Context: an optimization exercise on an open-source flow, tuned for small area, a short achievable clock period and few clock cycles per item. The choices shown serve that exercise and are no tape-out recipe.
RTL that was checked went through simulation tests only; none was proved equivalent to the original.

## violet
## CORDIC_sin_cos
module CORDIC_sin_cos (clock, rst, strobe_in, angle, strobe_out, cos, sin);
	input clock;
	input rst;
	input strobe_in;
	input [31:0] angle;
	output strobe_out;
	output [16:0] cos;
	output [16:0] sin;
	reg signed [15:0] X, Y;
	reg [29:0] W;                
	reg NEG;                     
	reg [3:0] C;                 
	reg busy, done, prev_strobe_in;
	wire start = strobe_in & ~prev_strobe_in;
	wire signed [15:0] X1 = (angle[31] ^ angle[30]) ? -16'sd19429 : 16'sd19429;
	wire signed [15:0] Y1 = angle[31] ? -16'sd19429 : 16'sd19429;
	wire [29:0] Z1 = {~angle[29], angle[28:0]};
	wire pos = ~NEG;
	wire [29:0] Bn;
	CORDIC_LUT lut(C, Bn);
	wire [29:0] T;
	ZADD30 za(W, Bn ^ {30{pos}}, pos, T);
	wire signed [15:0] Xs = (X >>> 1) >>> C;
	wire signed [15:0] Ys = (Y >>> 1) >>> C;
	wire [15:0] Xn, Yn;
	ADD16 ax(X, Ys ^ {16{pos}}, pos, Xn);
	ADD16 ay(Y, Xs ^ {16{NEG}}, NEG, Yn);
	always @(posedge clock) begin
		prev_strobe_in <= strobe_in;
		if (rst) begin
			prev_strobe_in <= 1'b0;
			busy <= 1'b0;
			done <= 1'b0;
		end else begin
			done <= busy & (C == 4'd15);
			if (start)
				busy <= 1'b1;
			else if (C == 4'd15)
				busy <= 1'b0;
		end
	end
	always @(posedge clock) begin
		if (start) begin
			C <= 4'd0;
			X <= X1;
			Y <= Y1;
			W <= Z1;
			NEG <= ~angle[29];
		end else begin
			C <= C + 4'd1;
			X <= Xn;
			Y <= Yn;
			W <= {T[28:0], 1'b0};
			NEG <= T[29];
		end
	end
	assign cos = {X[15], X};
	assign sin = {Y[15], Y};
	assign strobe_out = done;
endmodule
export LEC_CHECK = 0
export ABC_AREA = 1
export CAP_MARGIN = 20
export CORE_MARGIN = 2
export CORE_UTILIZATION = 40
export CTS_BUF_LIST = sky130_fd_sc_hd__clkbuf_8
export GPL_TIMING_DRIVEN = 0
export SETUP_SLACK_MARGIN = 3.3
export SLEW_MARGIN = 20
create_clock -name core_clock -period 6.5 [get_ports {clock}]
standard.sh (not shown) runs the stock make flow with config.mk's settings and CLKGATE_MAP_FILE= SYNTH_SCRIPT=/design/flow/synth_recipe.tcl, a recipe that flattens the netlist after the stock synthesis.
==> flow/flow/run.sh <==
#!/bin/bash
# Layout flow: the standard flow (standard.sh) with two changes.
#  - ADDER_MAP_FILE is empty, so synthesis maps no full/half-adder cells and ABC
#    maps the adders to plain gates, which are faster than the library's fa/ha cells.
#  - buffer_ports puts a buf_1 on each port instead of the delay buffer it picks
#    by default.
# The synthesis is otherwise the standard one, so the registers are the same.
set -euo pipefail
export ADDER_MAP_FILE=
export BUFFER_PORTS_ARGS="-buffer_cell sky130_fd_sc_hd__buf_1"
bash standard.sh > standard.log 2>&1
Testbench counts of violet, summed over its fixed seeds: cycles 34,824, items 2,048.
--- input diff violet..pepper ---
- SETUP_SLACK_MARGIN changed from 3.3 to 3.4
- PLACE_DENSITY newly set to 0.45
--- outcome ---
- Compared with violet, in pepper well tap count has remained practically unchanged, routed wire length on met2 has increased.
- pepper vs. violet: final cell count went up about 0.33%, wire length saw an increase.
- Compared to violet, pepper reaches a higher achievable clock.
- Comparing worst setup slack before clock tree synthesis for violet and pepper, the smaller number came from pepper.
- pepper ran to completion and came out clean on the timing, design-rule and antenna checks.
- Non-clock buffer count: pepper vs violet up 5
Inputs modified between pepper and yarrow:
- GPL_TIMING_DRIVEN removed (was 0)
- CTS_BUF_LIST removed (was sky130_fd_sc_hd__clkbuf_8)
- PLACE_DENSITY removed (was 0.45)
- SETUP_SLACK_MARGIN changed from 3.4 to 3.2
==> comparison <==
Every stage of the flow completed for yarrow, and the final layout passed the timing, design-rule and antenna checks. On wire length: between yarrow and pepper, it ends up higher for pepper. As far as area after synthesis goes, yarrow and pepper are indistinguishable; the numbers are identical. For the clock latency on the worst-skew pair, yarrow came in 0.04 ns lower than pepper did. Of yarrow and pepper, the lower register-to-register slack belongs to yarrow.
The following lists how juniper was set up differently from yarrow:
- changing SETUP_SLACK_MARGIN from 3.2 to 3.4
- setting CTS_BUF_LIST to sky130_fd_sc_hd__clkbuf_8 for the first time
- setting GPL_TIMING_DRIVEN to 0 for the first time
- setting PLACE_DENSITY to 0.75 for the first time
### Flow results
Utilization of the core after routing: juniper > yarrow
Global-route usage over all layers for juniper is higher than for yarrow.
Share of layout cells above drive strength 1, yarrow and juniper: larger value in juniper
juniper vs yarrow on flip-flop and latch share of the layout cell area: juniper is the lower one.
juniper — insertion delay of the later-clocked pin in the worst-skew pair 0.05 ns higher, yarrow as reference
flip-flop to flip-flop as the category of the critical setup timing path was reported by juniper, and primary input to flip-flop by yarrow.
Non-filler instance count after layout, yarrow and juniper: larger value in juniper
[compare] base=yarrow new=juniper: critical path depth went up; global-route wire length before repair has increased.

---

== v22 ==
CORDIC_sin_cos again, from the RTL that the note above started with.
export LEC_CHECK = 0
export ABC_AREA = 1
export CAP_MARGIN = 20
export CORE_MARGIN = 2
export CORE_UTILIZATION = 40
export SETUP_SLACK_MARGIN = 3.4
export SLEW_MARGIN = 20
create_clock -name core_clock -period 6.5 [get_ports {clock}]
Scripts as last shown in full above: flow/flow/run.sh
Testbench counts of v22, summed over its fixed seeds: cycles 34,824, items 2,048.
Inputs modified between v22 and v11:
- an added TNS_END_PERCENT of 20
- an added CTS_BUF_LIST of sky130_fd_sc_hd__clkbuf_8
Lower first-iteration DRC count among v22 and v11: v11. The fraction of final layout cells with drive strength greater than 1 on v11 is in line with that on v22. Changes observed in v11 relative to v22: cell area down 66 um2; number of placed instances with taps included flat; period utilization up 2.4 points; global-route wire length before repair down 0.45%. Higher post-route core utilization was reported by v22, not v11. Row number of stages on the worst setup path: v11 lower / v22 higher.
The following lists how v2 was set up differently from v11:
- TNS_END_PERCENT: 20 -> unset
- CTS_BUF_LIST: sky130_fd_sc_hd__clkbuf_8 -> unset
- SETUP_SLACK_MARGIN: 3.4 -> 3.6
### Flow results
- Number of stages on the worst hold path: v2 vs v11 identical
- Taking v11 over v2, the cell area ratio works out to 0.926.
- Comparing v11 against v2, there is no change at all in number of max-cap violations.
- Of v11 and v2, v2 shows the lower clock tree skew after final layout, with v11 above it.
- v2 ended up with a lower source-to-sink clock delay at the later pin of the worst-skew pair than v11 did.
- Going from v11 to v2, final clock period utilization by the worst path decreased 3.8 points, routed wire length picked up an extra 5.6%.
- When v2 is set beside v11, its number of global-route vias before repair turns out to be 80 larger.
Input changes introduced in v42 (baseline for comparison: v2):
- an added GPL_TIMING_DRIVEN of 0
- a change of SETUP_SLACK_MARGIN from 3.6 to 3.5
- an added CTS_BUF_LIST of sky130_fd_sc_hd__clkbuf_8
v42 packs its core looser than v2.
v42 leaves less setup margin than v2.
Final wirelength | v42 above v2
Comparing v42 against v2, there is no change at all in post-synth net total.
Half-perimeter wire length after placement: v42 vs v2 up 17%
Global router's overall resource usage for v42: 2.5 points up relative to v2
v42 vs v2: number of iterations in the first detailed-routing pass down
Changes observed in v42 relative to v2: synthesized cell count did not really move, synthesis-to-finish area growth went down.
Input changes introduced in v7 (baseline for comparison: v42):
- CORE_UTILIZATION changed from 40 to 55
- GPL_TIMING_DRIVEN removed (was 0)
- SETUP_SLACK_MARGIN changed from 3.5 to 3.4
Notes after the runs:
- v7 | status: complete | timing, DRC, antenna: pass
- Delta(total routed wirelength, v7 - v42) < 0
- Lower largest fanout on the critical path among v42 and v7: v42
- The launch point of the critical path comes out NEG$_DFF_P_ in one run and C[2]$_SDFF_PP0_ in the other, namely in v42 and v7 respectively.

---

CORDIC_sin_cos, a different RTL version from the one above (not shown whole).
Size: roughly 1300 cells after synthesis, roughly 7300 um^2 of cells after synthesis.
==> flow/config.mk <==
export PLATFORM = sky130hd
export DESIGN_NAME = CORDIC_sin_cos
export DESIGN_NICKNAME = CORDIC_sin_cos
export VERILOG_FILES = /design/flow/design.v
export SDC_FILE = /design/flow/constraint.sdc
export NUM_CORES = 4
export LEC_CHECK = 0
export ABC_AREA = 1
export CAP_MARGIN = 20
export CORE_MARGIN = 2
export CORE_UTILIZATION = 60
export SETUP_SLACK_MARGIN = 3.5
export SLEW_MARGIN = 20
==> flow/constraint.sdc <==
create_clock -name core_clock -period 6.5 [get_ports {clock}]
set_input_delay 1.3000 -clock core_clock [delete_from_list [all_inputs] [get_ports {clock}]]
set_output_delay 1.3000 -clock core_clock [all_outputs]
set_load 0.01 [all_outputs]
Scripts as last shown in full above: flow/flow/run.sh
Testbench counts at the start, summed over its fixed seeds: cycles 34,824, items 2,048.
Edit:
- CORE_UTILIZATION: 60 -> 40
- SETUP_SLACK_MARGIN: 3.5 -> 3.6
The changed run went through all stages and came out clean; first-iteration DRC count came out lower by well over a third; wire length came out higher by a few percent; global-route usage came out lower by 9.2 points; clock skew stays flat.

---

== job 7643 ==
CORDIC_sin_cos, a different RTL version from the one above (not shown whole).
Size: ~1200 cells after synthesis, about 70 flip-flops, roughly 70 I/O pins, ~6600 µm² of cells after synthesis.
==> flow/config.mk <==
export PLATFORM = sky130hd
export DESIGN_NAME = CORDIC_sin_cos
export DESIGN_NICKNAME = CORDIC_sin_cos
export VERILOG_FILES = /design/flow/design.v
export SDC_FILE = /design/flow/constraint.sdc
export NUM_CORES = 4
export LEC_CHECK = 0
export ABC_AREA = 1
export CAP_MARGIN = 20
export CORE_MARGIN = 2
export CORE_UTILIZATION = 40
export SETUP_SLACK_MARGIN = 3.5
export SLEW_MARGIN = 20
==> flow/constraint.sdc <==
create_clock -name core_clock -period 6.5 [get_ports {clock}]
set_input_delay 1.3000 -clock core_clock [delete_from_list [all_inputs] [get_ports {clock}]]
set_output_delay 1.3000 -clock core_clock [all_outputs]
set_load 0.01 [all_outputs]
Scripts as last shown in full above: flow/flow/run.sh
Job 7643 ran to completion and came out clean on the timing, design-rule and antenna checks.
> inputs changed (job 7643 -> job 189)
diff --git a/flow/config.mk b/flow/config.mk
--- a/flow/config.mk
+++ b/flow/config.mk
@@ -10,4 +10,6 @@
 export CORE_MARGIN = 2
 export CORE_UTILIZATION = 40
-export SETUP_SLACK_MARGIN = 3.5
+export CTS_BUF_LIST = sky130_fd_sc_hd__clkbuf_8
+export GPL_TIMING_DRIVEN = 0
+export SETUP_SLACK_MARGIN = 3.4
 export SLEW_MARGIN = 20
### Flow results
- Going from job 7643 to job 189, count of fill cells added during filler insertion grew by about 6%; signed area change from the synthesized netlist to the final layout saw a decrease; cell area after technology mapping held steady; depth of the most critical reg-to-reg path has decreased.
- The higher delay of the slowest critical-path stage came out of job 189.
- Job 189 against job 7643; cell area is down by a little under 10%.
- Between job 7643 and job 189, the portion of the clock cycle consumed by the worst path in the final layout figures differ only marginally.
- Summary of job 189 over job 7643: worst setup slack shrank by 0.0056 ns; non-clock buffer count grew by about 4.5%.
No run of this note included a check of the RTL's function; only the layout flow was run.

---

build 62:
CORDIC_sin_cos with an RTL version that a note above also has.
For scale: ~1200 cells after synthesis, about 70 flip-flops.
export LEC_CHECK = 0
export ABC_AREA = 1
export CAP_MARGIN = 20
export CORE_MARGIN = 2
export CORE_UTILIZATION = 40
export SETUP_SLACK_MARGIN = 3.75
export SLEW_MARGIN = 20
create_clock -name core_clock -period 6.5 [get_ports {clock}]
Scripts as last shown in full above: flow/flow/run.sh
Testbench counts of build 62, summed over its fixed seeds: cycles 34,824, items 2,048.
Inputs modified between build 62 and build 67:
# build 62
export LEC_CHECK = 0
export ABC_AREA = 1
export CAP_MARGIN = 20
export CORE_MARGIN = 2
export CORE_UTILIZATION = 40
export SETUP_SLACK_MARGIN = 3.75
export SLEW_MARGIN = 20
create_clock -name core_clock -period 6.5 [get_ports {clock}]
# build 67
export LEC_CHECK = 0
export ABC_AREA = 1
export CAP_MARGIN = 20
export CORE_MARGIN = 2
export CORE_UTILIZATION = 40
export CTS_BUF_LIST = sky130_fd_sc_hd__clkbuf_8
export GPL_TIMING_DRIVEN = 0
export SETUP_SLACK_MARGIN = 3.4
export SLEW_MARGIN = 20
create_clock -name core_clock -period 6.5 [get_ports {clock}]
Compared to build 62, build 67 has worst setup slack after layout 0.12 ns lower.
Sort build 67 and build 62 by design area asc -> top: build 67
Re number of levels the H-tree was split into: no difference whatsoever between build 62 and build 67.
Build 62 -> build 67: synthesized instance count flat
Between build 67 and build 62, the clock-pin transition on the worst setup and hold timing paths is lower for build 62.
diff inputs: build 67 => build 2
# build 67
export LEC_CHECK = 0
export ABC_AREA = 1
export CAP_MARGIN = 20
export CORE_MARGIN = 2
export CORE_UTILIZATION = 40
export CTS_BUF_LIST = sky130_fd_sc_hd__clkbuf_8
export GPL_TIMING_DRIVEN = 0
export SETUP_SLACK_MARGIN = 3.4
export SLEW_MARGIN = 20
create_clock -name core_clock -period 6.5 [get_ports {clock}]
# build 2
export LEC_CHECK = 0
export ABC_AREA = 1
export CAP_MARGIN = 20
export CORE_MARGIN = 2
export CORE_UTILIZATION = 40
export CTS_BUF_LIST = sky130_fd_sc_hd__clkbuf_8
export SETUP_SLACK_MARGIN = 3.4
export SLEW_MARGIN = 20
create_clock -name core_clock -period 6.5 [get_ports {clock}]
## What came out
Build 67 and build 2 ended up with roughly the same design area. Going from build 67 to build 2, the final routed wirelength across all metal layers was found to have gone down by 11%.
### build 2 -> build 79
# build 2
export LEC_CHECK = 0
export ABC_AREA = 1
export CAP_MARGIN = 20
export CORE_MARGIN = 2
export CORE_UTILIZATION = 40
export CTS_BUF_LIST = sky130_fd_sc_hd__clkbuf_8
export SETUP_SLACK_MARGIN = 3.4
export SLEW_MARGIN = 20
create_clock -name core_clock -period 6.5 [get_ports {clock}]
# build 79
export LEC_CHECK = 0
export ABC_AREA = 1
export CAP_MARGIN = 20
export CORE_MARGIN = 2
export CORE_UTILIZATION = 40
export SETUP_SLACK_MARGIN = 3.5
export SLEW_MARGIN = 20
create_clock -name core_clock -period 6.5 [get_ports {clock}]
==> run summary <==
A capture point of the worst path of NEG$_DFF_P_ is what build 2 shows, while X[10]$_DFF_P_ belongs to build 79.
Summary of build 79 over build 2: fraction of synthesized cell area in xor and xnor cells neither gained nor lost much; hold slack neither gained nor lost much; global-route track usage on met3 picked up an extra 0.15 points.
The final reports for build 79 and build 2 show shortest clock period the worst path allows after layout lower in the former.
Build 79 reports a lower sequential share of layout area than build 2 does.
Taking build 2 over build 79, the number of DRC markers in iteration 0 ratio works out to 0.941.
Delta (build 79 minus build 2): met2 capacity usage during global routing rose by 0.37 points.

## separate check: timing with driven ports
The flow's constraints put no driver on any port. The routed layouts listed below were extracted and timed again, unchanged, in two steps.
Step 1 assumes that a clkbuf_16 drives the clock port and a buf_2 every other input.
Step 2, shift: input delay + t, output delay - t, t = (earliest + latest rising clock arrival at the registers) / 2. This alone moves slack from input paths to output paths.
Three values: ideal, step 1, step 2; two values: the first two.
| run | t, ns | setup WS [ns] | hold WS [ns] | worst setup path after step 2 | worst data-port slew with drivers (ns) |
|---|---|---|---|---|---|
| violet | 0.419 | 3.659 / 3.659 / 3.450 | 0.481 / 0.481 / 0.481 | input to register | 0.03 |
| pepper | 0.425 | 3.709 / 3.709 / 3.541 | 0.468 / 0.468 / 0.468 | input to register | 0.03 |
| yarrow | 0.393 | 3.500 / 3.523 / 3.130 | 0.451 / 0.451 / 0.451 | input to register | 0.04 |
| juniper | 0.433 | 3.665 / 3.665 / 3.464 | 0.491 / 0.491 / 0.491 | input to register | 0.04 |
| v22 | 0.392 | 3.679 / 3.679 / 3.331 | 0.451 / 0.451 / 0.451 | input to register | 0.04 |
| v11 | 0.414 | 3.522 / 3.540 / 3.126 | 0.454 / 0.454 / 0.454 | input to register | 0.04 |
| v2 | 0.393 | 3.771 / 3.794 / 3.401 | 0.452 / 0.452 / 0.452 | input to register | 0.04 |
| v42 | 0.423 | 3.746 / 3.746 / 3.469 | 0.475 / 0.475 / 0.475 | input to register | 0.03 |
| v7 | 0.402 | 3.687 / 3.687 / 3.687 | 0.474 / 0.474 / 0.474 | register to register | 0.03 |
| the first run of note 3 | 0.386 | 3.665 / 3.682 / 3.296 | 0.483 / 0.483 / 0.483 | input to register | 0.03 |
| the second run of note 3 | 0.395 | 3.809 / 3.809 / 3.640 | 0.456 / 0.456 / 0.456 | input to register | 0.03 |
| job 7643 | 0.398 | 3.611 / 3.611 / 3.611 | 0.470 / 0.470 / 0.470 | register to register | 0.04 |
| job 189 | 0.431 | 3.606 / 3.606 / 3.606 | 0.462 / 0.462 / 0.462 | register to register | 0.03 |
| build 62 | 0.393 | 3.849 / 3.849 / 3.567 | 0.452 / 0.452 / 0.452 | input to register | 0.04 |
| build 67 | 0.416 | 3.732 / 3.732 / 3.479 | 0.480 / 0.480 / 0.480 | input to register | 0.03 |
| build 2 | 0.412 | 3.695 / 3.695 / 3.341 | 0.454 / 0.454 / 0.454 | input to register | 0.04 |
| build 79 | 0.393 | 3.715 / 3.727 / 3.346 | 0.452 / 0.452 / 0.452 | input to register | 0.04 |
After both steps setup and hold are still met in every run listed. The setup slack of v11, which loses most, moves by +0.018 ns with the drivers and by -0.396 ns with both steps.
